Context: an optimization exercise on an open-source flow, tuned for small area, a short achievable clock period and few clock cycles. The choices shown serve that exercise and are no tape-out recipe.
The RTL was checked by simulation tests, not by an equivalence proof against the original design.
Power is estimated from default activity; no workload was simulated.

`flow/run.sh`:
```
#!/bin/bash
# The standard layout, with faster port buffers (buf_2 instead of the
# default delay-cell buffer) so register-to-port paths are not limited by them.
set -euo pipefail
bash standard.sh "BUFFER_PORTS_ARGS=-buffer_cell sky130_fd_sc_hd__buf_2" finish > standard_flow.log 2>&1
```
`standard.sh`:
```
#!/bin/bash
# synth_recipe.tcl (not shown) runs the flow's synth.tcl, then flattens the netlist and writes it again
# the make line also repeats each setting of config.mk as NAME=value (left out here)
make -C /OpenROAD-flow-scripts/flow DESIGN_CONFIG=/design/flow/config.mk WORK_HOME=/design/flow/orfs CLKGATE_MAP_FILE= SYNTH_SCRIPT=/design/flow/synth_recipe.tcl "${@:-finish}"
```
`config.mk`:
```
export PLATFORM = sky130hd
export DESIGN_NAME = multiplier
export DESIGN_NICKNAME = multiplier
export VERILOG_FILES = /design/flow/design.v
export SDC_FILE = /design/flow/constraint.sdc
export NUM_CORES = 4
export LEC_CHECK = 0
export CAP_MARGIN = 20
export CORE_MARGIN = 2
export CORE_UTILIZATION = 45
export SETUP_SLACK_MARGIN = 3.3
export SLEW_MARGIN = 20
export SYNTH_HIERARCHICAL = 1
```
`constraint.sdc`:
```
create_clock -name core_clock -period 6.0 [get_ports {clk}]
set_input_delay 1.2000 -clock core_clock [delete_from_list [all_inputs] [get_ports {clk}]]
set_output_delay 1.2000 -clock core_clock [all_outputs]
set_load 0.01 [all_outputs]
```
`design.v`:
```
module multiplier ( input  wire clk, start, is_signed,
                    input  wire [31:0] a, b,
                    output wire [63:0] s,
                    output reg  done
                   );
  reg  [32:0] ar;             
  wire [32:0] ar_d;
  reg  [33:0] sr, cr;         
  reg  [31:0] l;              
  reg         ci;             
  reg  [7:0] plx, ply;      
  reg  [3:0] e1, e2, en;     
  reg         corr;           
  reg  [2:0] st;
  reg         cl;             
  reg         f0;             
  reg  [31:0] hr;             
  wire fin = (st == 3'd4);
  wire sq1 = sr[0] & ~f0;
  wire cq2 = cr[0] & ~f0;
  wire sq3 = sr[1] & ~f0;
  wire cq4 = cr[1] & ~f0;
  wire sq5 = sr[2] & ~f0;
  wire cq6 = cr[2] & ~f0;
  wire sq7 = sr[3] & ~f0;
  wire cq8 = cr[3] & ~f0;
  wire sq9 = sr[4] & ~f0;
  wire cq10 = cr[4] & ~f0;
  wire sq11 = sr[5] & ~f0;
  wire cq12 = cr[5] & ~f0;
  wire sq13 = sr[6] & ~f0;
  wire cq14 = cr[6] & ~f0;
  wire sq15 = sr[7] & ~f0;
  wire cq16 = cr[7] & ~f0;
  wire sq17 = sr[8] & ~f0;
  wire cq18 = cr[8] & ~f0;
  wire sq19 = sr[9] & ~f0;
  wire cq20 = cr[9] & ~f0;
  wire sq21 = sr[10] & ~f0;
  wire cq22 = cr[10] & ~f0;
  wire sq23 = sr[11] & ~f0;
  wire cq24 = cr[11] & ~f0;
  wire sq25 = sr[12] & ~f0;
  wire cq26 = cr[12] & ~f0;
  wire sq27 = sr[13] & ~f0;
  wire cq28 = cr[13] & ~f0;
  wire sq29 = sr[14] & ~f0;
  wire cq30 = cr[14] & ~f0;
  wire sq31 = sr[15] & ~f0;
  wire cq32 = cr[15] & ~f0;
  wire sq33 = sr[16] & ~f0;
  wire cq34 = cr[16] & ~f0;
  wire sq35 = sr[17] & ~f0;
  wire cq36 = cr[17] & ~f0;
  wire sq37 = sr[18] & ~f0;
  wire cq38 = cr[18] & ~f0;
  wire sq39 = sr[19] & ~f0;
  wire cq40 = cr[19] & ~f0;
  wire sq41 = sr[20] & ~f0;
  wire cq42 = cr[20] & ~f0;
  wire sq43 = sr[21] & ~f0;
  wire cq44 = cr[21] & ~f0;
  wire sq45 = sr[22] & ~f0;
  wire cq46 = cr[22] & ~f0;
  wire sq47 = sr[23] & ~f0;
  wire cq48 = cr[23] & ~f0;
  wire sq49 = sr[24] & ~f0;
  wire cq50 = cr[24] & ~f0;
  wire sq51 = sr[25] & ~f0;
  wire cq52 = cr[25] & ~f0;
  wire sq53 = sr[26] & ~f0;
  wire cq54 = cr[26] & ~f0;
  wire sq55 = sr[27] & ~f0;
  wire cq56 = cr[27] & ~f0;
  wire sq57 = sr[28] & ~f0;
  wire cq58 = cr[28] & ~f0;
  wire sq59 = sr[29] & ~f0;
  wire cq60 = cr[29] & ~f0;
  wire sq61 = sr[30] & ~f0;
  wire cq62 = cr[30] & ~f0;
  wire sq63 = sr[31] & ~f0;
  wire cq64 = cr[31] & ~f0;
  wire sq65 = sr[32] & ~f0;
  wire cq66 = cr[32] & ~f0;
  wire sq67 = sr[33] & ~f0;
  wire cq68 = cr[33] & ~f0;
  wire pp69 = (e1[0] & ar[0]) ^ en[0];
  wire pp70;
  PPS u71 (e1[0], e2[0], en[0], ar[1], ar[0], pp70);
  wire pp72;
  PPS u73 (e1[0], e2[0], en[0], ar[2], ar[1], pp72);
  wire pp74;
  PPS u75 (e1[0], e2[0], en[0], ar[3], ar[2], pp74);
  wire pp76;
  PPS u77 (e1[0], e2[0], en[0], ar[4], ar[3], pp76);
  wire pp78;
  PPS u79 (e1[0], e2[0], en[0], ar[5], ar[4], pp78);
  wire pp80;
  PPS u81 (e1[0], e2[0], en[0], ar[6], ar[5], pp80);
  wire pp82;
  PPS u83 (e1[0], e2[0], en[0], ar[7], ar[6], pp82);
  wire pp84;
  PPS u85 (e1[0], e2[0], en[0], ar[8], ar[7], pp84);
  wire pp86;
  PPS u87 (e1[0], e2[0], en[0], ar[9], ar[8], pp86);
  wire pp88;
  PPS u89 (e1[0], e2[0], en[0], ar[10], ar[9], pp88);
  wire pp90;
  PPS u91 (e1[0], e2[0], en[0], ar[11], ar[10], pp90);
  wire pp92;
  PPS u93 (e1[0], e2[0], en[0], ar[12], ar[11], pp92);
  wire pp94;
  PPS u95 (e1[0], e2[0], en[0], ar[13], ar[12], pp94);
  wire pp96;
  PPS u97 (e1[0], e2[0], en[0], ar[14], ar[13], pp96);
  wire pp98;
  PPS u99 (e1[0], e2[0], en[0], ar[15], ar[14], pp98);
  wire pp100;
  PPS u101 (e1[0], e2[0], en[0], ar[16], ar[15], pp100);
  wire pp102;
  PPS u103 (e1[0], e2[0], en[0], ar[17], ar[16], pp102);
  wire pp104;
  PPS u105 (e1[0], e2[0], en[0], ar[18], ar[17], pp104);
  wire pp106;
  PPS u107 (e1[0], e2[0], en[0], ar[19], ar[18], pp106);
  wire pp108;
  PPS u109 (e1[0], e2[0], en[0], ar[20], ar[19], pp108);
  wire pp110;
  PPS u111 (e1[0], e2[0], en[0], ar[21], ar[20], pp110);
  wire pp112;
  PPS u113 (e1[0], e2[0], en[0], ar[22], ar[21], pp112);
  wire pp114;
  PPS u115 (e1[0], e2[0], en[0], ar[23], ar[22], pp114);
  wire pp116;
  PPS u117 (e1[0], e2[0], en[0], ar[24], ar[23], pp116);
  wire pp118;
  PPS u119 (e1[0], e2[0], en[0], ar[25], ar[24], pp118);
  wire pp120;
  PPS u121 (e1[0], e2[0], en[0], ar[26], ar[25], pp120);
  wire pp122;
  PPS u123 (e1[0], e2[0], en[0], ar[27], ar[26], pp122);
  wire pp124;
  PPS u125 (e1[0], e2[0], en[0], ar[28], ar[27], pp124);
  wire pp126;
  PPS u127 (e1[0], e2[0], en[0], ar[29], ar[28], pp126);
  wire pp128;
  PPS u129 (e1[0], e2[0], en[0], ar[30], ar[29], pp128);
  wire pp130;
  PPS u131 (e1[0], e2[0], en[0], ar[31], ar[30], pp130);
  wire pp132;
  PPS u133 (e1[0], e2[0], en[0], ar[32], ar[31], pp132);
  wire sg134 = ~(((e1[0] | e2[0]) & ar[32]) ^ en[0]);
  wire pp135 = (e1[1] & ar[0]) ^ en[1];
  wire pp136;
  PPS u137 (e1[1], e2[1], en[1], ar[1], ar[0], pp136);
  wire pp138;
  PPS u139 (e1[1], e2[1], en[1], ar[2], ar[1], pp138);
  wire pp140;
  PPS u141 (e1[1], e2[1], en[1], ar[3], ar[2], pp140);
  wire pp142;
  PPS u143 (e1[1], e2[1], en[1], ar[4], ar[3], pp142);
  wire pp144;
  PPS u145 (e1[1], e2[1], en[1], ar[5], ar[4], pp144);
  wire pp146;
  PPS u147 (e1[1], e2[1], en[1], ar[6], ar[5], pp146);
  wire pp148;
  PPS u149 (e1[1], e2[1], en[1], ar[7], ar[6], pp148);
  wire pp150;
  PPS u151 (e1[1], e2[1], en[1], ar[8], ar[7], pp150);
  wire pp152;
  PPS u153 (e1[1], e2[1], en[1], ar[9], ar[8], pp152);
  wire pp154;
  PPS u155 (e1[1], e2[1], en[1], ar[10], ar[9], pp154);
  wire pp156;
  PPS u157 (e1[1], e2[1], en[1], ar[11], ar[10], pp156);
  wire pp158;
  PPS u159 (e1[1], e2[1], en[1], ar[12], ar[11], pp158);
  wire pp160;
  PPS u161 (e1[1], e2[1], en[1], ar[13], ar[12], pp160);
  wire pp162;
  PPS u163 (e1[1], e2[1], en[1], ar[14], ar[13], pp162);
  wire pp164;
  PPS u165 (e1[1], e2[1], en[1], ar[15], ar[14], pp164);
  wire pp166;
  PPS u167 (e1[1], e2[1], en[1], ar[16], ar[15], pp166);
  wire pp168;
  PPS u169 (e1[1], e2[1], en[1], ar[17], ar[16], pp168);
  wire pp170;
  PPS u171 (e1[1], e2[1], en[1], ar[18], ar[17], pp170);
  wire pp172;
  PPS u173 (e1[1], e2[1], en[1], ar[19], ar[18], pp172);
  wire pp174;
  PPS u175 (e1[1], e2[1], en[1], ar[20], ar[19], pp174);
  wire pp176;
  PPS u177 (e1[1], e2[1], en[1], ar[21], ar[20], pp176);
  wire pp178;
  PPS u179 (e1[1], e2[1], en[1], ar[22], ar[21], pp178);
  wire pp180;
  PPS u181 (e1[1], e2[1], en[1], ar[23], ar[22], pp180);
  wire pp182;
  PPS u183 (e1[1], e2[1], en[1], ar[24], ar[23], pp182);
  wire pp184;
  PPS u185 (e1[1], e2[1], en[1], ar[25], ar[24], pp184);
  wire pp186;
  PPS u187 (e1[1], e2[1], en[1], ar[26], ar[25], pp186);
  wire pp188;
  PPS u189 (e1[1], e2[1], en[1], ar[27], ar[26], pp188);
  wire pp190;
  PPS u191 (e1[1], e2[1], en[1], ar[28], ar[27], pp190);
  wire pp192;
  PPS u193 (e1[1], e2[1], en[1], ar[29], ar[28], pp192);
  wire pp194;
  PPS u195 (e1[1], e2[1], en[1], ar[30], ar[29], pp194);
  wire pp196;
  PPS u197 (e1[1], e2[1], en[1], ar[31], ar[30], pp196);
  wire pp198;
  PPS u199 (e1[1], e2[1], en[1], ar[32], ar[31], pp198);
  wire sg200 = ~(((e1[1] | e2[1]) & ar[32]) ^ en[1]);
  wire pp201 = (e1[2] & ar[0]) ^ en[2];
  wire pp202;
  PPS u203 (e1[2], e2[2], en[2], ar[1], ar[0], pp202);
  wire pp204;
  PPS u205 (e1[2], e2[2], en[2], ar[2], ar[1], pp204);
  wire pp206;
  PPS u207 (e1[2], e2[2], en[2], ar[3], ar[2], pp206);
  wire pp208;
  PPS u209 (e1[2], e2[2], en[2], ar[4], ar[3], pp208);
  wire pp210;
  PPS u211 (e1[2], e2[2], en[2], ar[5], ar[4], pp210);
  wire pp212;
  PPS u213 (e1[2], e2[2], en[2], ar[6], ar[5], pp212);
  wire pp214;
  PPS u215 (e1[2], e2[2], en[2], ar[7], ar[6], pp214);
  wire pp216;
  PPS u217 (e1[2], e2[2], en[2], ar[8], ar[7], pp216);
  wire pp218;
  PPS u219 (e1[2], e2[2], en[2], ar[9], ar[8], pp218);
  wire pp220;
  PPS u221 (e1[2], e2[2], en[2], ar[10], ar[9], pp220);
  wire pp222;
  PPS u223 (e1[2], e2[2], en[2], ar[11], ar[10], pp222);
  wire pp224;
  PPS u225 (e1[2], e2[2], en[2], ar[12], ar[11], pp224);
  wire pp226;
  PPS u227 (e1[2], e2[2], en[2], ar[13], ar[12], pp226);
  wire pp228;
  PPS u229 (e1[2], e2[2], en[2], ar[14], ar[13], pp228);
  wire pp230;
  PPS u231 (e1[2], e2[2], en[2], ar[15], ar[14], pp230);
  wire pp232;
  PPS u233 (e1[2], e2[2], en[2], ar[16], ar[15], pp232);
  wire pp234;
  PPS u235 (e1[2], e2[2], en[2], ar[17], ar[16], pp234);
  wire pp236;
  PPS u237 (e1[2], e2[2], en[2], ar[18], ar[17], pp236);
  wire pp238;
  PPS u239 (e1[2], e2[2], en[2], ar[19], ar[18], pp238);
  wire pp240;
  PPS u241 (e1[2], e2[2], en[2], ar[20], ar[19], pp240);
  wire pp242;
  PPS u243 (e1[2], e2[2], en[2], ar[21], ar[20], pp242);
  wire pp244;
  PPS u245 (e1[2], e2[2], en[2], ar[22], ar[21], pp244);
  wire pp246;
  PPS u247 (e1[2], e2[2], en[2], ar[23], ar[22], pp246);
  wire pp248;
  PPS u249 (e1[2], e2[2], en[2], ar[24], ar[23], pp248);
  wire pp250;
  PPS u251 (e1[2], e2[2], en[2], ar[25], ar[24], pp250);
  wire pp252;
  PPS u253 (e1[2], e2[2], en[2], ar[26], ar[25], pp252);
  wire pp254;
  PPS u255 (e1[2], e2[2], en[2], ar[27], ar[26], pp254);
  wire pp256;
  PPS u257 (e1[2], e2[2], en[2], ar[28], ar[27], pp256);
  wire pp258;
  PPS u259 (e1[2], e2[2], en[2], ar[29], ar[28], pp258);
  wire pp260;
  PPS u261 (e1[2], e2[2], en[2], ar[30], ar[29], pp260);
  wire pp262;
  PPS u263 (e1[2], e2[2], en[2], ar[31], ar[30], pp262);
  wire pp264;
  PPS u265 (e1[2], e2[2], en[2], ar[32], ar[31], pp264);
  wire sg266 = ~(((e1[2] | e2[2]) & ar[32]) ^ en[2]);
  wire pp267 = (e1[3] & ar[0]) ^ en[3];
  wire pp268;
  PPS u269 (e1[3], e2[3], en[3], ar[1], ar[0], pp268);
  wire pp270;
  PPS u271 (e1[3], e2[3], en[3], ar[2], ar[1], pp270);
  wire pp272;
  PPS u273 (e1[3], e2[3], en[3], ar[3], ar[2], pp272);
  wire pp274;
  PPS u275 (e1[3], e2[3], en[3], ar[4], ar[3], pp274);
  wire pp276;
  PPS u277 (e1[3], e2[3], en[3], ar[5], ar[4], pp276);
  wire pp278;
  PPS u279 (e1[3], e2[3], en[3], ar[6], ar[5], pp278);
  wire pp280;
  PPS u281 (e1[3], e2[3], en[3], ar[7], ar[6], pp280);
  wire pp282;
  PPS u283 (e1[3], e2[3], en[3], ar[8], ar[7], pp282);
  wire pp284;
  PPS u285 (e1[3], e2[3], en[3], ar[9], ar[8], pp284);
  wire pp286;
  PPS u287 (e1[3], e2[3], en[3], ar[10], ar[9], pp286);
  wire pp288;
  PPS u289 (e1[3], e2[3], en[3], ar[11], ar[10], pp288);
  wire pp290;
  PPS u291 (e1[3], e2[3], en[3], ar[12], ar[11], pp290);
  wire pp292;
  PPS u293 (e1[3], e2[3], en[3], ar[13], ar[12], pp292);
  wire pp294;
  PPS u295 (e1[3], e2[3], en[3], ar[14], ar[13], pp294);
  wire pp296;
  PPS u297 (e1[3], e2[3], en[3], ar[15], ar[14], pp296);
  wire pp298;
  PPS u299 (e1[3], e2[3], en[3], ar[16], ar[15], pp298);
  wire pp300;
  PPS u301 (e1[3], e2[3], en[3], ar[17], ar[16], pp300);
  wire pp302;
  PPS u303 (e1[3], e2[3], en[3], ar[18], ar[17], pp302);
  wire pp304;
  PPS u305 (e1[3], e2[3], en[3], ar[19], ar[18], pp304);
  wire pp306;
  PPS u307 (e1[3], e2[3], en[3], ar[20], ar[19], pp306);
  wire pp308;
  PPS u309 (e1[3], e2[3], en[3], ar[21], ar[20], pp308);
  wire pp310;
  PPS u311 (e1[3], e2[3], en[3], ar[22], ar[21], pp310);
  wire pp312;
  PPS u313 (e1[3], e2[3], en[3], ar[23], ar[22], pp312);
  wire pp314;
  PPS u315 (e1[3], e2[3], en[3], ar[24], ar[23], pp314);
  wire pp316;
  PPS u317 (e1[3], e2[3], en[3], ar[25], ar[24], pp316);
  wire pp318;
  PPS u319 (e1[3], e2[3], en[3], ar[26], ar[25], pp318);
  wire pp320;
  PPS u321 (e1[3], e2[3], en[3], ar[27], ar[26], pp320);
  wire pp322;
  PPS u323 (e1[3], e2[3], en[3], ar[28], ar[27], pp322);
  wire pp324;
  PPS u325 (e1[3], e2[3], en[3], ar[29], ar[28], pp324);
  wire pp326;
  PPS u327 (e1[3], e2[3], en[3], ar[30], ar[29], pp326);
  wire pp328;
  PPS u329 (e1[3], e2[3], en[3], ar[31], ar[30], pp328);
  wire pp330;
  PPS u331 (e1[3], e2[3], en[3], ar[32], ar[31], pp330);
  wire sg332 = ~(((e1[3] | e2[3]) & ar[32]) ^ en[3]);
  wire pc333 = cl & ar[0];
  wire pc334 = cl & ar[1];
  wire pc335 = cl & ar[2];
  wire pc336 = cl & ar[3];
  wire pc337 = cl & ar[4];
  wire pc338 = cl & ar[5];
  wire pc339 = cl & ar[6];
  wire pc340 = cl & ar[7];
  wire pc341 = cl & ar[8];
  wire pc342 = cl & ar[9];
  wire pc343 = cl & ar[10];
  wire pc344 = cl & ar[11];
  wire pc345 = cl & ar[12];
  wire pc346 = cl & ar[13];
  wire pc347 = cl & ar[14];
  wire pc348 = cl & ar[15];
  wire pc349 = cl & ar[16];
  wire pc350 = cl & ar[17];
  wire pc351 = cl & ar[18];
  wire pc352 = cl & ar[19];
  wire pc353 = cl & ar[20];
  wire pc354 = cl & ar[21];
  wire pc355 = cl & ar[22];
  wire pc356 = cl & ar[23];
  wire pc357 = cl & ar[24];
  wire pc358 = cl & ar[25];
  wire pc359 = cl & ar[26];
  wire pc360 = cl & ar[27];
  wire pc361 = cl & ar[28];
  wire pc362 = cl & ar[29];
  wire pc363 = cl & ar[30];
  wire pc364 = cl & ar[31];
  wire cf365 = ~pp198;
  wire cf366 = ~pp264;
  wire cf367 = ~pp330;
  wire _w1, _w2;
  FA u368 (sq1, en[0], cq2, _w1, _w2);
  wire _w3, _w4;
  FA u369 (pp70, cq4, sq3, _w3, _w4);
  wire _w5, _w6;
  FA u370 (sq5, en[1], cq6, _w5, _w6);
  wire _w7, _w8;
  FX u371 (pp135, pp72, _w5, _w7, _w8);
  wire _w9, _w10;
  FA u372 (pp136, cq8, sq7, _w9, _w10);
  wire _w11, _w12;
  FX u373 (pp74, _w6, _w9, _w11, _w12);
  wire _w13, _w14;
  FA u374 (sq9, en[2], cq10, _w13, _w14);
  wire _w15, _w16;
  FA u375 (pp76, pp138, pp201, _w15, _w16);
  wire _w17, _w18;
  FX u376 (_w10, _w13, _w15, _w17, _w18);
  wire _w19, _w20;
  FA u377 (pp140, cq12, sq11, _w19, _w20);
  wire _w21, _w22;
  FX u378 (pp202, pp78, _w14, _w21, _w22);
  wire _w23, _w24;
  FX u379 (_w16, _w21, _w19, _w23, _w24);
  wire _w25, _w26;
  FX u380 (en[3], cq14, sq13, _w25, _w26);
  wire _w27, _w28;
  FX u381 (pp142, pp204, pp267, _w27, _w28);
  wire _w29, _w30;
  FX u382 (pp80, _w25, _w20, _w29, _w30);
  wire _w31, _w32;
  FX u383 (_w27, _w29, _w22, _w31, _w32);
  wire _w33, _w34;
  FX u384 (cq16, sq15, pp144, _w33, _w34);
  wire _w35, _w36;
  FA u385 (pp82, pp206, pp268, _w35, _w36);
  wire _w37, _w38;
  FX u386 (_w26, _w33, _w28, _w37, _w38);
  wire _w39, _w40;
  FX u387 (_w37, _w35, _w30, _w39, _w40);
  wire _w41, _w42;
  FX u388 (cq18, sq17, pp146, _w41, _w42);
  wire _w43, _w44;
  FA u389 (pp84, pp208, pp270, _w43, _w44);
  wire _w45, _w46;
  FX u390 (pc333, _w41, _w34, _w45, _w46);
  wire _w47, _w48;
  FX u391 (_w36, _w38, _w43, _w47, _w48);
  wire _w49, _w50;
  HX u392 (_w45, _w47, _w49, _w50);
  wire _w51, _w52;
  FX u393 (cq20, sq19, pp148, _w51, _w52);
  wire _w53, _w54;
  FX u394 (pp210, pp272, pp86, _w53, _w54);
  wire _w55, _w56;
  FX u395 (pc334, _w51, _w42, _w55, _w56);
  wire _w57, _w58;
  FX u396 (_w53, _w44, _w46, _w57, _w58);
  wire _w59, _w60;
  FX u397 (_w55, _w57, _w48, _w59, _w60);
  wire _w61, _w62;
  FX u398 (cq22, sq21, pp150, _w61, _w62);
  wire _w63, _w64;
  FA u399 (pp88, pp212, pp274, _w63, _w64);
  wire _w65, _w66;
  FX u400 (pc335, _w61, _w52, _w65, _w66);
  wire _w67, _w68;
  FX u401 (_w54, _w56, _w63, _w67, _w68);
  wire _w69, _w70;
  FX u402 (_w65, _w58, _w67, _w69, _w70);
  wire _w71, _w72;
  FX u403 (cq24, sq23, pp152, _w71, _w72);
  wire _w73, _w74;
  FX u404 (pp214, pp276, pp90, _w73, _w74);
  wire _w75, _w76;
  FX u405 (pc336, _w71, _w62, _w75, _w76);
  wire _w77, _w78;
  FX u406 (_w73, _w64, _w66, _w77, _w78);
  wire _w79, _w80;
  FX u407 (_w75, _w77, _w68, _w79, _w80);
  wire _w81, _w82;
  FX u408 (cq26, sq25, pp154, _w81, _w82);
  wire _w83, _w84;
  FA u409 (pp92, pp216, pp278, _w83, _w84);
  wire _w85, _w86;
  FX u410 (pc337, _w81, _w72, _w85, _w86);
  wire _w87, _w88;
  FX u411 (_w74, _w76, _w83, _w87, _w88);
  wire _w89, _w90;
  FX u412 (_w85, _w78, _w87, _w89, _w90);
  wire _w91, _w92;
  FX u413 (cq28, sq27, pp156, _w91, _w92);
  wire _w93, _w94;
  FX u414 (pp218, pp280, pp94, _w93, _w94);
  wire _w95, _w96;
  FX u415 (pc338, _w91, _w82, _w95, _w96);
  wire _w97, _w98;
  FX u416 (_w93, _w84, _w86, _w97, _w98);
  wire _w99, _w100;
  FX u417 (_w95, _w97, _w88, _w99, _w100);
  wire _w101, _w102;
  FX u418 (cq30, sq29, pp158, _w101, _w102);
  wire _w103, _w104;
  FA u419 (pp96, pp220, pp282, _w103, _w104);
  wire _w105, _w106;
  FX u420 (pc339, _w101, _w92, _w105, _w106);
  wire _w107, _w108;
  FX u421 (_w94, _w96, _w103, _w107, _w108);
  wire _w109, _w110;
  FX u422 (_w105, _w98, _w107, _w109, _w110);
  wire _w111, _w112;
  FX u423 (cq32, sq31, pp160, _w111, _w112);
  wire _w113, _w114;
  FX u424 (pp222, pp284, pp98, _w113, _w114);
  wire _w115, _w116;
  FX u425 (pc340, _w111, _w102, _w115, _w116);
  wire _w117, _w118;
  FX u426 (_w113, _w104, _w106, _w117, _w118);
  wire _w119, _w120;
  FX u427 (_w115, _w117, _w108, _w119, _w120);
  wire _w121, _w122;
  FX u428 (cq34, sq33, pp100, _w121, _w122);
  wire _w123, _w124;
  FA u429 (pp286, pp162, pp224, _w123, _w124);
  wire _w125, _w126;
  FX u430 (pc341, _w121, _w112, _w125, _w126);
  wire _w127, _w128;
  FX u431 (_w114, _w116, _w123, _w127, _w128);
  wire _w129, _w130;
  FX u432 (_w125, _w118, _w127, _w129, _w130);
  wire _w131, _w132;
  FX u433 (cq36, sq35, pp102, _w131, _w132);
  wire _w133, _w134;
  FX u434 (pp164, pp226, pp288, _w133, _w134);
  wire _w135, _w136;
  FX u435 (pc342, _w131, _w122, _w135, _w136);
  wire _w137, _w138;
  FX u436 (_w133, _w124, _w126, _w137, _w138);
  wire _w139, _w140;
  FX u437 (_w135, _w137, _w128, _w139, _w140);
  wire _w141, _w142;
  FX u438 (cq38, sq37, pp104, _w141, _w142);
  wire _w143, _w144;
  FA u439 (pp290, pp166, pp228, _w143, _w144);
  wire _w145, _w146;
  FX u440 (pc343, _w141, _w132, _w145, _w146);
  wire _w147, _w148;
  FX u441 (_w134, _w136, _w143, _w147, _w148);
  wire _w149, _w150;
  FX u442 (_w145, _w138, _w147, _w149, _w150);
  wire _w151, _w152;
  FX u443 (cq40, sq39, pp106, _w151, _w152);
  wire _w153, _w154;
  FX u444 (pp168, pp230, pp292, _w153, _w154);
  wire _w155, _w156;
  FX u445 (pc344, _w151, _w142, _w155, _w156);
  wire _w157, _w158;
  FX u446 (_w153, _w144, _w146, _w157, _w158);
  wire _w159, _w160;
  FX u447 (_w155, _w157, _w148, _w159, _w160);
  wire _w161, _w162;
  FX u448 (cq42, sq41, pp108, _w161, _w162);
  wire _w163, _w164;
  FA u449 (pp294, pp170, pp232, _w163, _w164);
  wire _w165, _w166;
  FX u450 (pc345, _w161, _w152, _w165, _w166);
  wire _w167, _w168;
  FX u451 (_w154, _w156, _w163, _w167, _w168);
  wire _w169, _w170;
  FX u452 (_w165, _w158, _w167, _w169, _w170);
  wire _w171, _w172;
  FX u453 (cq44, sq43, pp110, _w171, _w172);
  wire _w173, _w174;
  FX u454 (pp172, pp234, pp296, _w173, _w174);
  wire _w175, _w176;
  FX u455 (pc346, _w171, _w162, _w175, _w176);
  wire _w177, _w178;
  FX u456 (_w173, _w164, _w166, _w177, _w178);
  wire _w179, _w180;
  FX u457 (_w175, _w177, _w168, _w179, _w180);
  wire _w181, _w182;
  FX u458 (cq46, sq45, pp112, _w181, _w182);
  wire _w183, _w184;
  FA u459 (pp298, pp174, pp236, _w183, _w184);
  wire _w185, _w186;
  FX u460 (pc347, _w181, _w172, _w185, _w186);
  wire _w187, _w188;
  FX u461 (_w174, _w176, _w183, _w187, _w188);
  wire _w189, _w190;
  FX u462 (_w185, _w178, _w187, _w189, _w190);
  wire _w191, _w192;
  FX u463 (cq48, sq47, pp114, _w191, _w192);
  wire _w193, _w194;
  FX u464 (pp176, pp238, pp300, _w193, _w194);
  wire _w195, _w196;
  FX u465 (pc348, _w191, _w182, _w195, _w196);
  wire _w197, _w198;
  FX u466 (_w193, _w184, _w186, _w197, _w198);
  wire _w199, _w200;
  FX u467 (_w195, _w197, _w188, _w199, _w200);
  wire _w201, _w202;
  FX u468 (cq50, sq49, pp116, _w201, _w202);
  wire _w203, _w204;
  FA u469 (pp302, pp178, pp240, _w203, _w204);
  wire _w205, _w206;
  FX u470 (pc349, _w201, _w192, _w205, _w206);
  wire _w207, _w208;
  FX u471 (_w194, _w196, _w203, _w207, _w208);
  wire _w209, _w210;
  FX u472 (_w205, _w198, _w207, _w209, _w210);
  wire _w211, _w212;
  FX u473 (cq52, sq51, pp118, _w211, _w212);
  wire _w213, _w214;
  FX u474 (pp180, pp242, pp304, _w213, _w214);
  wire _w215, _w216;
  FX u475 (pc350, _w211, _w202, _w215, _w216);
  wire _w217, _w218;
  FX u476 (_w213, _w204, _w206, _w217, _w218);
  wire _w219, _w220;
  FX u477 (_w215, _w217, _w208, _w219, _w220);
  wire _w221, _w222;
  FX u478 (cq54, sq53, pp120, _w221, _w222);
  wire _w223, _w224;
  FA u479 (pp306, pp182, pp244, _w223, _w224);
  wire _w225, _w226;
  FX u480 (pc351, _w221, _w212, _w225, _w226);
  wire _w227, _w228;
  FX u481 (_w214, _w216, _w223, _w227, _w228);
  wire _w229, _w230;
  FX u482 (_w225, _w218, _w227, _w229, _w230);
  wire _w231, _w232;
  FX u483 (cq56, sq55, pp122, _w231, _w232);
  wire _w233, _w234;
  FX u484 (pp184, pp246, pp308, _w233, _w234);
  wire _w235, _w236;
  FX u485 (pc352, _w231, _w222, _w235, _w236);
  wire _w237, _w238;
  FX u486 (_w233, _w224, _w226, _w237, _w238);
  wire _w239, _w240;
  FX u487 (_w235, _w237, _w228, _w239, _w240);
  wire _w241, _w242;
  FX u488 (cq58, sq57, pp124, _w241, _w242);
  wire _w243, _w244;
  FA u489 (pp310, pp186, pp248, _w243, _w244);
  wire _w245, _w246;
  FX u490 (pc353, _w241, _w232, _w245, _w246);
  wire _w247, _w248;
  FX u491 (_w234, _w236, _w243, _w247, _w248);
  wire _w249, _w250;
  FX u492 (_w245, _w238, _w247, _w249, _w250);
  wire _w251, _w252;
  FX u493 (cq60, sq59, pp126, _w251, _w252);
  wire _w253, _w254;
  FX u494 (pp188, pp250, pp312, _w253, _w254);
  wire _w255, _w256;
  FX u495 (pc354, _w251, _w242, _w255, _w256);
  wire _w257, _w258;
  FX u496 (_w253, _w244, _w246, _w257, _w258);
  wire _w259, _w260;
  FX u497 (_w255, _w257, _w248, _w259, _w260);
  wire _w261, _w262;
  FX u498 (cq62, sq61, pp128, _w261, _w262);
  wire _w263, _w264;
  FA u499 (pp314, pp190, pp252, _w263, _w264);
  wire _w265, _w266;
  FX u500 (pc355, _w261, _w252, _w265, _w266);
  wire _w267, _w268;
  FX u501 (_w254, _w256, _w263, _w267, _w268);
  wire _w269, _w270;
  FX u502 (_w265, _w258, _w267, _w269, _w270);
  wire _w271, _w272;
  FX u503 (cq64, sq63, pp130, _w271, _w272);
  wire _w273, _w274;
  FX u504 (pp192, pp254, pp316, _w273, _w274);
  wire _w275, _w276;
  FX u505 (pc356, _w271, _w262, _w275, _w276);
  wire _w277, _w278;
  FX u506 (_w273, _w264, _w266, _w277, _w278);
  wire _w279, _w280;
  FX u507 (_w275, _w277, _w268, _w279, _w280);
  wire _w281, _w282;
  FX u508 (cq66, sq65, pp132, _w281, _w282);
  wire _w283, _w284;
  FX u509 (pp194, pp256, pp318, _w283, _w284);
  wire _w285, _w286;
  FX u510 (pc357, _w281, _w272, _w285, _w286);
  wire _w287, _w288;
  FX u511 (_w274, _w283, _w276, _w287, _w288);
  wire _w289, _w290;
  FX u512 (_w285, _w287, _w278, _w289, _w290);
  wire _w291, _w292;
  FX u513 (f0, cq68, sq67, _w291, _w292);
  wire _w293, _w294;
  FX u514 (pp196, pp258, pp320, _w293, _w294);
  wire _w295, _w296;
  FX u515 (sg134, pc358, _w291, _w295, _w296);
  wire _w297, _w298;
  FX u516 (_w282, _w284, _w293, _w297, _w298);
  wire _w299, _w300;
  FX u517 (_w295, _w286, _w297, _w299, _w300);
  wire _w301, _w302;
  HX u518 (_w288, _w299, _w301, _w302);
  wire _w303, _w304;
  FX u519 (cf365, pp260, pp322, _w303, _w304);
  wire _w305, _w306;
  FX u520 (pc359, _w292, _w294, _w305, _w306);
  wire _w307, _w308;
  FX u521 (_w303, _w296, _w305, _w307, _w308);
  wire _w309, _w310;
  FX u522 (_w298, _w307, _w300, _w309, _w310);
  wire _w311, _w312;
  FA u523 (pp324, pp198, pp262, _w311, _w312);
  wire _w313, _w314;
  FX u524 (sg200, pc360, _w304, _w313, _w314);
  wire _w315, _w316;
  FX u525 (_w313, _w306, _w311, _w315, _w316);
  wire _w317, _w318;
  HX u526 (_w308, _w315, _w317, _w318);
  wire _w319, _w320;
  FA u527 (pc361, cf366, pp326, _w319, _w320);
  wire _w321, _w322;
  FX u528 (_w312, _w314, _w319, _w321, _w322);
  wire _w323, _w324;
  HX u529 (_w321, _w316, _w323, _w324);
  wire _w325, _w326;
  FA u530 (sg266, pp264, pp328, _w325, _w326);
  wire _w327, _w328;
  FX u531 (pc362, _w320, _w325, _w327, _w328);
  wire _w329, _w330;
  HX u532 (_w327, _w322, _w329, _w330);
  wire _w331, _w332;
  FX u533 (cf367, pc363, _w326, _w331, _w332);
  wire _w333, _w334;
  HX u534 (_w331, _w328, _w333, _w334);
  wire _w335, _w336;
  FA u535 (pc364, pp330, sg332, _w335, _w336);
  wire _w337, _w338;
  HX u536 (_w335, _w332, _w337, _w338);
  wire _w339, _w340;
  HX u537 (1'b1, _w336, _w339, _w340);
  wire [41:0] tx = {_w340, _w338, _w334, _w330, _w324, _w318, _w310, _w302, _w290, _w280, _w270, _w260, _w250, _w240, _w230, _w220, _w210, _w200, _w190, _w180, _w170, _w160, _w150, _w140, _w130, _w120, _w110, _w100, _w90, _w80, _w70, _w60, _w50, _w40, _w32, _w24, _w18, _w12, _w8, _w4, _w2, pp69};
  wire [41:0] ty = {1'b0, _w339, _w337, _w333, _w329, _w323, _w317, _w309, _w301, _w289, _w279, _w269, _w259, _w249, _w239, _w229, _w219, _w209, _w199, _w189, _w179, _w169, _w159, _w149, _w139, _w129, _w119, _w109, _w99, _w89, _w79, _w69, _w59, _w49, _w39, _w31, _w23, _w17, _w11, _w7, _w3, _w1};
  wire [8:0] lo = f0 ? 9'd0 : plx + ply + ci;
  wire g538, g539;
  PGN u540 (fx[0], fy[0], g538, g539);
  wire g541, g542;
  PGN u543 (fx[1], fy[1], g541, g542);
  wire g544, g545;
  PGN u546 (fx[2], fy[2], g544, g545);
  wire g547, g548;
  PGN u549 (fx[3], fy[3], g547, g548);
  wire g550, g551;
  PGN u552 (fx[4], fy[4], g550, g551);
  wire g553, g554;
  PGN u555 (fx[5], fy[5], g553, g554);
  wire g556, g557;
  PGN u558 (fx[6], fy[6], g556, g557);
  wire g559, g560;
  PGN u561 (fx[7], fy[7], g559, g560);
  wire g562, g563;
  PGN u564 (fx[8], fy[8], g562, g563);
  wire g565, g566;
  PGN u567 (fx[9], fy[9], g565, g566);
  wire g568, g569;
  PGN u570 (fx[10], fy[10], g568, g569);
  wire g571, g572;
  PGN u573 (fx[11], fy[11], g571, g572);
  wire g574, g575;
  PGN u576 (fx[12], fy[12], g574, g575);
  wire g577, g578;
  PGN u579 (fx[13], fy[13], g577, g578);
  wire g580, g581;
  PGN u582 (fx[14], fy[14], g580, g581);
  wire g583, g584;
  PGN u585 (fx[15], fy[15], g583, g584);
  wire g586, g587;
  PGN u588 (fx[16], fy[16], g586, g587);
  wire g589, g590;
  PGN u591 (fx[17], fy[17], g589, g590);
  wire g592, g593;
  PGN u594 (fx[18], fy[18], g592, g593);
  wire g595, g596;
  PGN u597 (fx[19], fy[19], g595, g596);
  wire g598, g599;
  PGN u600 (fx[20], fy[20], g598, g599);
  wire g601, g602;
  PGN u603 (fx[21], fy[21], g601, g602);
  wire g604, g605;
  PGN u606 (fx[22], fy[22], g604, g605);
  wire g607, g608;
  PGN u609 (fx[23], fy[23], g607, g608);
  wire g610, g611;
  PGN u612 (fx[24], fy[24], g610, g611);
  wire g613, g614;
  PGN u615 (fx[25], fy[25], g613, g614);
  wire g616, g617;
  PGN u618 (fx[26], fy[26], g616, g617);
  wire g619, g620;
  PGN u621 (fx[27], fy[27], g619, g620);
  wire g622, g623;
  PGN u624 (fx[28], fy[28], g622, g623);
  wire g625, g626;
  PGN u627 (fx[29], fy[29], g625, g626);
  wire g628, g629;
  PGN u630 (fx[30], fy[30], g628, g629);
  wire g631, g632;
  PGN u633 (fx[31], fy[31], g631, g632);
  wire g634, g635;
  PGN u636 (fx[32], fy[32], g634, g635);
  wire g637, g638;
  PGN u639 (fx[33], fy[33], g637, g638);
  wire g640, g641;
  PGN u642 (fx[34], fy[34], g640, g641);
  wire g643, g644;
  PGN u645 (fx[35], fy[35], g643, g644);
  wire g646, g647;
  PGN u648 (fx[36], fy[36], g646, g647);
  wire g649, g650;
  PGN u651 (fx[37], fy[37], g649, g650);
  wire g652, g653;
  PGN u654 (fx[38], fy[38], g652, g653);
  wire g655, g656;
  PGN u657 (fx[39], fy[39], g655, g656);
  wire n658 = ~ci;
  wire k659;
  NODEI u660 (g539, g538, n658, k659);
  wire k661, k662;
  NODEIP u663 (g545, g544, g542, g541, k661, k662);
  wire k664, k665;
  NODEIP u666 (g551, g550, g548, g547, k664, k665);
  wire k667, k668;
  NODEIP u669 (g557, g556, g554, g553, k667, k668);
  wire k670, k671;
  NODEIP u672 (g563, g562, g560, g559, k670, k671);
  wire k673, k674;
  NODEIP u675 (g569, g568, g566, g565, k673, k674);
  wire k676, k677;
  NODEIP u678 (g575, g574, g572, g571, k676, k677);
  wire k679, k680;
  NODEIP u681 (g581, g580, g578, g577, k679, k680);
  wire k682, k683;
  NODEIP u684 (g587, g586, g584, g583, k682, k683);
  wire k685, k686;
  NODEIP u687 (g593, g592, g590, g589, k685, k686);
  wire k688, k689;
  NODEIP u690 (g599, g598, g596, g595, k688, k689);
  wire k691, k692;
  NODEIP u693 (g605, g604, g602, g601, k691, k692);
  wire k694, k695;
  NODEIP u696 (g611, g610, g608, g607, k694, k695);
  wire k697, k698;
  NODEIP u699 (g617, g616, g614, g613, k697, k698);
  wire k700, k701;
  NODEIP u702 (g623, g622, g620, g619, k700, k701);
  wire k703, k704;
  NODEIP u705 (g629, g628, g626, g625, k703, k704);
  wire k706, k707;
  NODEIP u708 (g635, g634, g632, g631, k706, k707);
  wire k709, k710;
  NODEIP u711 (g641, g640, g638, g637, k709, k710);
  wire k712, k713;
  NODEIP u714 (g647, g646, g644, g643, k712, k713);
  wire k715, k716;
  NODEIP u717 (g653, g652, g650, g649, k715, k716);
  wire n718 = ~k659;
  wire k719;
  NODEI u720 (g542, g541, n718, k719);
  wire k721;
  NODE u722 (k661, k662, k659, k721);
  wire n723 = ~k664;
  wire n724 = ~k665;
  wire k725, k726;
  NODEIP u727 (g554, g553, n723, n724, k725, k726);
  wire k728, k729;
  NODEP u730 (k667, k668, k664, k665, k728, k729);
  wire n731 = ~k670;
  wire n732 = ~k671;
  wire k733, k734;
  NODEIP u735 (g566, g565, n731, n732, k733, k734);
  wire k736, k737;
  NODEP u738 (k673, k674, k670, k671, k736, k737);
  wire n739 = ~k676;
  wire n740 = ~k677;
  wire k741, k742;
  NODEIP u743 (g578, g577, n739, n740, k741, k742);
  wire k744, k745;
  NODEP u746 (k679, k680, k676, k677, k744, k745);
  wire n747 = ~k682;
  wire n748 = ~k683;
  wire k749, k750;
  NODEIP u751 (g590, g589, n747, n748, k749, k750);
  wire k752, k753;
  NODEP u754 (k685, k686, k682, k683, k752, k753);
  wire n755 = ~k688;
  wire n756 = ~k689;
  wire k757, k758;
  NODEIP u759 (g602, g601, n755, n756, k757, k758);
  wire k760, k761;
  NODEP u762 (k691, k692, k688, k689, k760, k761);
  wire n763 = ~k694;
  wire n764 = ~k695;
  wire k765, k766;
  NODEIP u767 (g614, g613, n763, n764, k765, k766);
  wire k768, k769;
  NODEP u770 (k697, k698, k694, k695, k768, k769);
  wire n771 = ~k700;
  wire n772 = ~k701;
  wire k773, k774;
  NODEIP u775 (g626, g625, n771, n772, k773, k774);
  wire k776, k777;
  NODEP u778 (k703, k704, k700, k701, k776, k777);
  wire n779 = ~k706;
  wire n780 = ~k707;
  wire k781, k782;
  NODEIP u783 (g638, g637, n779, n780, k781, k782);
  wire k784, k785;
  NODEP u786 (k709, k710, k706, k707, k784, k785);
  wire n787 = ~k712;
  wire n788 = ~k713;
  wire k789, k790;
  NODEIP u791 (g650, g649, n787, n788, k789, k790);
  wire k792, k793;
  NODEP u794 (k715, k716, k712, k713, k792, k793);
  wire k795;
  NODEI u796 (g548, g547, k721, k795);
  wire n797 = ~k721;
  wire k798;
  NODE u799 (k664, k665, n797, k798);
  wire k800;
  NODE u801 (k725, k726, n797, k800);
  wire k802;
  NODEI u803 (k728, k729, k721, k802);
  wire k804, k805;
  NODEIP u806 (g572, g571, k736, k737, k804, k805);
  wire n807 = ~k736;
  wire n808 = ~k737;
  wire k809, k810;
  NODEP u811 (k676, k677, n807, n808, k809, k810);
  wire k812, k813;
  NODEP u814 (k741, k742, n807, n808, k812, k813);
  wire k815, k816;
  NODEIP u817 (k744, k745, k736, k737, k815, k816);
  wire k818, k819;
  NODEIP u820 (g596, g595, k752, k753, k818, k819);
  wire n821 = ~k752;
  wire n822 = ~k753;
  wire k823, k824;
  NODEP u825 (k688, k689, n821, n822, k823, k824);
  wire k826, k827;
  NODEP u828 (k757, k758, n821, n822, k826, k827);
  wire k829, k830;
  NODEIP u831 (k760, k761, k752, k753, k829, k830);
  wire k832, k833;
  NODEIP u834 (g620, g619, k768, k769, k832, k833);
  wire n835 = ~k768;
  wire n836 = ~k769;
  wire k837, k838;
  NODEP u839 (k700, k701, n835, n836, k837, k838);
  wire k840, k841;
  NODEP u842 (k773, k774, n835, n836, k840, k841);
  wire k843, k844;
  NODEIP u845 (k776, k777, k768, k769, k843, k844);
  wire k846, k847;
  NODEIP u848 (g644, g643, k784, k785, k846, k847);
  wire n849 = ~k784;
  wire n850 = ~k785;
  wire k851, k852;
  NODEP u853 (k712, k713, n849, n850, k851, k852);
  wire k854, k855;
  NODEP u856 (k789, k790, n849, n850, k854, k855);
  wire k857, k858;
  NODEIP u859 (k792, k793, k784, k785, k857, k858);
  wire n860 = ~k802;
  wire k861;
  NODEI u862 (g560, g559, n860, k861);
  wire k863;
  NODE u864 (k670, k671, k802, k863);
  wire k865;
  NODE u866 (k733, k734, k802, k865);
  wire k867;
  NODEI u868 (k736, k737, n860, k867);
  wire k869;
  NODE u870 (k804, k805, k802, k869);
  wire k871;
  NODEI u872 (k809, k810, n860, k871);
  wire k873;
  NODEI u874 (k812, k813, n860, k873);
  wire k875;
  NODE u876 (k815, k816, k802, k875);
  wire n877 = ~k829;
  wire n878 = ~k830;
  wire k879, k880;
  NODEIP u881 (g608, g607, n877, n878, k879, k880);
  wire k882, k883;
  NODEP u884 (k694, k695, k829, k830, k882, k883);
  wire k885, k886;
  NODEP u887 (k765, k766, k829, k830, k885, k886);
  wire k888, k889;
  NODEIP u890 (k768, k769, n877, n878, k888, k889);
  wire k891, k892;
  NODEP u893 (k832, k833, k829, k830, k891, k892);
  wire k894, k895;
  NODEIP u896 (k837, k838, n877, n878, k894, k895);
  wire k897, k898;
  NODEIP u899 (k840, k841, n877, n878, k897, k898);
  wire k900, k901;
  NODEP u902 (k843, k844, k829, k830, k900, k901);
  wire n903 = ~k857;
  wire n904 = ~k858;
  wire k905, k906;
  NODEIP u907 (g656, g655, n903, n904, k905, k906);
  wire k908;
  NODEI u909 (g584, g583, k875, k908);
  wire n910 = ~k875;
  wire k911;
  NODE u912 (k682, k683, n910, k911);
  wire k913;
  NODE u914 (k749, k750, n910, k913);
  wire k915;
  NODEI u916 (k752, k753, k875, k915);
  wire k917;
  NODE u918 (k818, k819, n910, k917);
  wire k919;
  NODEI u920 (k823, k824, k875, k919);
  wire k921;
  NODEI u922 (k826, k827, k875, k921);
  wire k923;
  NODE u924 (k829, k830, n910, k923);
  wire k925;
  NODE u926 (k879, k880, n910, k925);
  wire k927;
  NODEI u928 (k882, k883, k875, k927);
  wire k929;
  NODEI u930 (k885, k886, k875, k929);
  wire k931;
  NODE u932 (k888, k889, n910, k931);
  wire k933;
  NODEI u934 (k891, k892, k875, k933);
  wire k935;
  NODE u936 (k894, k895, n910, k935);
  wire k937;
  NODE u938 (k897, k898, n910, k937);
  wire k939;
  NODEI u940 (k900, k901, k875, k939);
  wire n941 = ~k939;
  wire k942;
  NODEI u943 (g632, g631, n941, k942);
  wire k944;
  NODE u945 (k706, k707, k939, k944);
  wire k946;
  NODE u947 (k781, k782, k939, k946);
  wire k948;
  NODEI u949 (k784, k785, n941, k948);
  wire k950;
  NODE u951 (k846, k847, k939, k950);
  wire k952;
  NODEI u953 (k851, k852, n941, k952);
  wire k954;
  NODEI u955 (k854, k855, n941, k954);
  wire k956;
  NODE u957 (k857, k858, k939, k956);
  wire k958;
  NODE u959 (k905, k906, k939, k958);
  wire r960 = ~(g538 ^ ci);
  wire r961 = ~(g541 ^ k659);
  wire r962 = ~(g544 ^ k719);
  wire r963 = g547 ^ k721;
  wire r964 = ~(g550 ^ k795);
  wire r965 = g553 ^ k798;
  wire r966 = g556 ^ k800;
  wire r967 = ~(g559 ^ k802);
  wire r968 = ~(g562 ^ k861);
  wire r969 = g565 ^ k863;
  wire r970 = g568 ^ k865;
  wire r971 = ~(g571 ^ k867);
  wire r972 = g574 ^ k869;
  wire r973 = ~(g577 ^ k871);
  wire r974 = ~(g580 ^ k873);
  wire r975 = g583 ^ k875;
  wire r976 = ~(g586 ^ k908);
  wire r977 = g589 ^ k911;
  wire r978 = g592 ^ k913;
  wire r979 = ~(g595 ^ k915);
  wire r980 = g598 ^ k917;
  wire r981 = ~(g601 ^ k919);
  wire r982 = ~(g604 ^ k921);
  wire r983 = g607 ^ k923;
  wire r984 = g610 ^ k925;
  wire r985 = ~(g613 ^ k927);
  wire r986 = ~(g616 ^ k929);
  wire r987 = g619 ^ k931;
  wire r988 = ~(g622 ^ k933);
  wire r989 = g625 ^ k935;
  wire r990 = g628 ^ k937;
  wire r991 = ~(g631 ^ k939);
  wire r992 = ~(g634 ^ k942);
  wire r993 = g637 ^ k944;
  wire r994 = g640 ^ k946;
  wire r995 = ~(g643 ^ k948);
  wire r996 = g646 ^ k950;
  wire r997 = ~(g649 ^ k952);
  wire r998 = ~(g652 ^ k954);
  wire r999 = g655 ^ k956;
  wire [39:0] fx = {sr[31:0], plx};
  wire [39:0] fy = {cr[31:0], ply};
  wire [39:0] fsum = {r999, r998, r997, r996, r995, r994, r993, r992, r991, r990, r989, r988, r987, r986, r985, r984, r983, r982, r981, r980, r979, r978, r977, r976, r975, r974, r973, r972, r971, r970, r969, r968, r967, r966, r965, r964, r963, r962, r961, r960};
  wire [8:0] bw = {b[7:0], 1'b0};
  wire [8:0] lw = l[15:7];
  wire [3:0] b1, b2, bn, l1, l2, ln;
  genvar g;
  generate
    for (g = 0; g < 4; g = g + 1) begin : enc
      ENC eb (bw[2*g+2], bw[2*g+1], bw[2*g], b1[g], b2[g], bn[g]);
      ENC el (lw[2*g+2], lw[2*g+1], lw[2*g], l1[g], l2[g], ln[g]);
    end
  endgenerate
  assign s = {hr, l};
  always @(posedge clk) begin
    sr  <= tx[41:8];
    cr  <= ty[41:8];
    plx <= tx[7:0];
    ply <= ty[7:0];
    ci  <= lo[8];
    f0  <= start;
  end
  always @(posedge clk)
    if (fin && !done)
      hr <= fsum[39:8];
  always @(posedge clk)
    if (start) begin
      l    <= b;
      corr <= b[31] & ~is_signed;
      cl   <= 1'b0;
      st   <= 3'd0;
      done <= 1'b0;
    end else if (!done) begin
      st <= st + 3'd1;
      cl <= corr & (st == 3'd2);
      if (fin) begin
        l    <= {fsum[7:0], l[31:8]};
        done <= 1'b1;
      end else begin
        l   <= {lo[7:0], l[31:8]};
      end
    end
  wire [32:0] a_in = {is_signed & a[31], a};
  always @(posedge clk)
    if (start) ar <= a_in;
  always @(posedge clk)
    if (start) begin
      e1 <= b1;
      e2 <= b2;
      en <= bn;
    end else begin
      e1 <= l1;
      e2 <= l2;
      en <= ln;
    end
endmodule
module ENC (input wire b2, b1, b0, output wire one, two, neg);
  assign one = b1 ^ b0;
  assign two = (b2 & ~b1 & ~b0) | (~b2 & b1 & b0);
  assign neg = b2 & ~(b1 & b0);
endmodule
module MX (input wire s, a, b, output wire y);
  assign y = s ? a : b;
endmodule
module PPS (input wire one, two, neg, x, y, output wire p);
  wire n = (one & x) | (two & y);
  X2 u (n, neg, p);
endmodule
module PP (input wire one, two, neg, x, y, output wire p);
  assign p = ((one & x) | (two & y)) ^ neg;
endmodule
module FA (input wire x, y, z, output wire s, c);
  assign s = x ^ y ^ z;
  assign c = (x & y) | (x & z) | (y & z);
endmodule
module FX (input wire x, y, z, output wire s, c);
  wire t;
  X2 x1 (x, y, t);
  X2 x2 (t, z, s);
  MAJ m (x, y, z, c);
endmodule
module X2 (input wire x, y, output wire s);
  assign s = x ^ y;
endmodule
module MAJ (input wire x, y, z, output wire c);
  assign c = (x & y) | (x & z) | (y & z);
endmodule
module HA (input wire x, y, output wire s, c);
  assign s = x ^ y;
  assign c = x & y;
endmodule
module HX (input wire x, y, output wire s, c);
  X2 u1 (x, y, s);
  AN2 u2 (x, y, c);
endmodule
module AN2 (input wire x, y, output wire s);
  assign s = x & y;
endmodule
module PGN (input wire x, y, output wire pn, gn);
  XN2 p (x, y, pn);
  ND2 g (x, y, gn);
endmodule
module XN2 (input wire x, y, output wire s);
  assign s = ~(x ^ y);
endmodule
module ND2 (input wire x, y, output wire s);
  assign s = ~(x & y);
endmodule
module NODE (input wire gh, ph, gl, output wire gn);
  assign gn = ~(gh | (ph & gl));
endmodule
module NODEP (input wire gh, ph, gl, pl, output wire gn, pn);
  assign gn = ~(gh | (ph & gl));
  assign pn = ~(ph & pl);
endmodule
module NODEI (input wire ghn, phn, gln, output wire g);
  assign g = ~(ghn & (phn | gln));
endmodule
module NODEIP (input wire ghn, phn, gln, pln, output wire g, p);
  assign g = ~(ghn & (phn | gln));
  assign p = ~(phn | pln);
endmodule
```
==> results.yml <==
timing:
  maxSlewViolCount: 0
  relSlewSlack_pct: 49.0
  fmax_ghz: 0.382
  worstMarginPinSlew_ns: 0.765
  setup_viol: 0
  fin_setup_tns_ns: 0
  fin_skew_ns: 0.0135
  min_period_ns: 2.62
  hold_viol: 0
  rsz0062_at_grt: "no"
  fin_crit_sh_pct: 43.7
clocking:
  clock-root-buffer: "clkbuf_16"
  clk_path_buf_depth: 2
  cts.sink_count: 200
  numCtsBuffers: 17
  cts.clk_slew.worst_paths_ns: 0.08
  insertion_delay_ns: 0.46
  cts_tree: "done"
  hold_buffers: 0
  h-tree-depth: 4
critical_path:
  endpoint: "sr[27]"
  worstPathCellList: "buf_4, nor2b_1, xor2_1, xor2_1, maj3_2, maj3_2, maj3_2"
  rr_worst_depth: 7
  crit_fanout: 26
  worst-path-buf-inv: 1
  crit_slowest_cell: "dfxtp_4"
  critical_path.top_delay_family: "adder cells"
  worstSetupPathDepth: 7
  critPathKind: "flop to flop"
  cp-start-kind: "flop"
  r2r_start: "f0"
  max_stage_delay_ns: 0.57
  rrSetupSlack_ns: 3.38
  crit_path_end_kind: "flop"
  critPathRequiredTime_ns: 6.35
  worst_ep_arrival_time_ns: 2.97
  startpoint: "f0"
  crit_top_cell: "maj3_2"
  reg2reg_to: "sr[27]"
yosys:
  syn_avg_cell_area_sq_um: 10.5
  syn-cell-area_sq_um: 16000
  syn_inst: 1531
  yosysWarnings: 7
global_routing:
  grt_pass1_vias: 11688
  grt_pass1_wl_um: 64500
  grt_use_total_pct: 22.7
  grt_max_degree: 57
  grt.overflow.total: 0
  antenna_found_initial: 0
power_and_ir_drop:
  total_power_w: 0.0125
  p_per_area_nw_per_um2: 679
  max-vdd-ir-drop_mv: 0.245
  leakagePower_nw: 7.85
detailed_routing:
  ant_nets: 0
  drcViolationCount: 0
  avgViaCountPerCell: 5.39
  wirelength_um: 43000
  vias: 11755
  wl_per_cell_um: 19.7
  firstDrtPassIters: 5
  drt-initial-drc-count: 649
floorplan:
  die_x_um: 193
  start_util_pct: 45.4
  num_rows: 69
  core_region_area_sq_um: 35300
  die_h_um: 193
  ios: 132
  die_area_sq_um: 37200
outcome:
  status: "timing/DRC/antenna clean"
finish:
  area_delta_synth_final_pct: 14.3
  antenna_cells_inserted: 0
  multi_input_area_sq_um: 10900
  nNetsFinal: 1819
  drive_gt1_share_pct: 28.5
  num-fill-cells: 3197
  regArea_sq_um: 5020
job:
  cap_violations: 0
place:
  hpwl_um: 29100
  portBuffers: 131
  globalplace.congestion: 0.791
worst_hold_path:
  hold_path.class: "flop to flop"
==> cell usage in the layout (no fill, tap or decap), drive strengths merged, types with 2 or more instances in the layout <==
master	n
a211oi	5
a21o	2
a21oi	47
a22o	128
a2bb2oi	2
a31oi	2
and2	41
buf	170
clkbuf	18
clkinv	7
clkinvlp	3
conb	7
dfxtp	102
edfxtp	98
fa	26
ha	18
inv	44
maj3	138
mux2	38
nand2	75
nand2b	11
nand3b	2
nor2	53
nor2b	77
nor3	6
o21a	2
o21ai	76
o22a	2
o22ai	9
xnor2	64
xor2	440
==> how the worst min path moves through the flow <==
stage	from	end	slack, ns	depth (start not counted)
floorplan	corr	cl	0.49	2
detailed placement	corr	cl	0.53	2
global route	corr	cl	0.59	2
global placement	corr	cl	0.50	2
CTS	corr	cl	0.55	2
finish	corr	cl	0.55	2
==> through the flow <==
step	std cells	util [%]	hold slack, ns	worst slack, ns	area [sq um]
after floorplan	1536	-	0.486	3.30	16100
after global placement	2122	49.1	0.503	2.84	17300
after detailed placement	2122	49.1	0.533	2.75	17300
after CTS	2155	50.9	0.553	3.31	18000
after global routing	2182	51.9	0.592	3.30	18300
final	2182	51.9	0.555	3.38	18300
==> final cells by class <==
class | instances | area share, %
timing repair buffer | 171 | 5.93
tap | 461 | 3.15
multi-input combinational | 1278 | 59.5
inverter | 40 | 0.840
clock inverter | 15 | 0.894
clock buffer | 17 | 2.32
sequential | 200 | 27.4
==> registers in the layout (all words and copies together), names as in the netlist <==
register  flops
cr           33
ci            1
en            4
st            3
corr          1
done          1
e2            4
l            32
ply           8
f0            1
hr           32
sr           34
cl            1
plx           8
e1            4
ar           33
==> where the power goes <==
part           leakage [nW]  internal [W]  switching, W
Combinational          5.75       0.00379       0.00482
Clock                 0.283      0.000590      0.000592
Sequential             1.82       0.00215      0.000515
Total                  7.85       0.00652       0.00593
==> timing repair <==
item,in CTS,in global routing
setup buffers,1,27
endpoints found under the hold margin,0,0
gates resized for setup,13,17
setup endpoints to repair,83,50
==> layer usage <==
layer	track usage [%]	part of all wire, %	up-vias
li1	-	-	5678
met1	30.7	48	5835
met2	38.3	48	209
met3	3.20	3.4	33
met4	5.17	1.3	0
met5	0	0	-
==> tightest hold or removal path: cells and delay by family (launching register included) <==
kind	cells	cell delay, ns
simple gates	1	0.10
flops	1	0.33
compound gates	1	0.09
Testbench counts, summed over its fixed seeds: cycles 9,600.

==> re-timing with driven ports <==
In the flow no input, the clock included, has a driving cell. The finished layout below was timed again as built, in two steps. Step 1 assumes that a clkbuf_16 drives the clock port and a buf_2 every other input. Step 2 times the ports against the registers' clock, not the clock port: input delays grow and output delays shrink by t, the midpoint of the rising clock arrivals with the driver on. Slacks: ideal ports / drivers / drivers and shift; pairs: ideal ports / drivers.
t (ns): 0.506
slack for setup (ns): 3.379 / 3.379 / 3.098
worst data-port slew with drivers (ns): 0.05
After both steps this run still meets setup and hold. For this run, drivers alone change the setup slack by 0.000 ns; drivers and shift together by -0.281 ns.
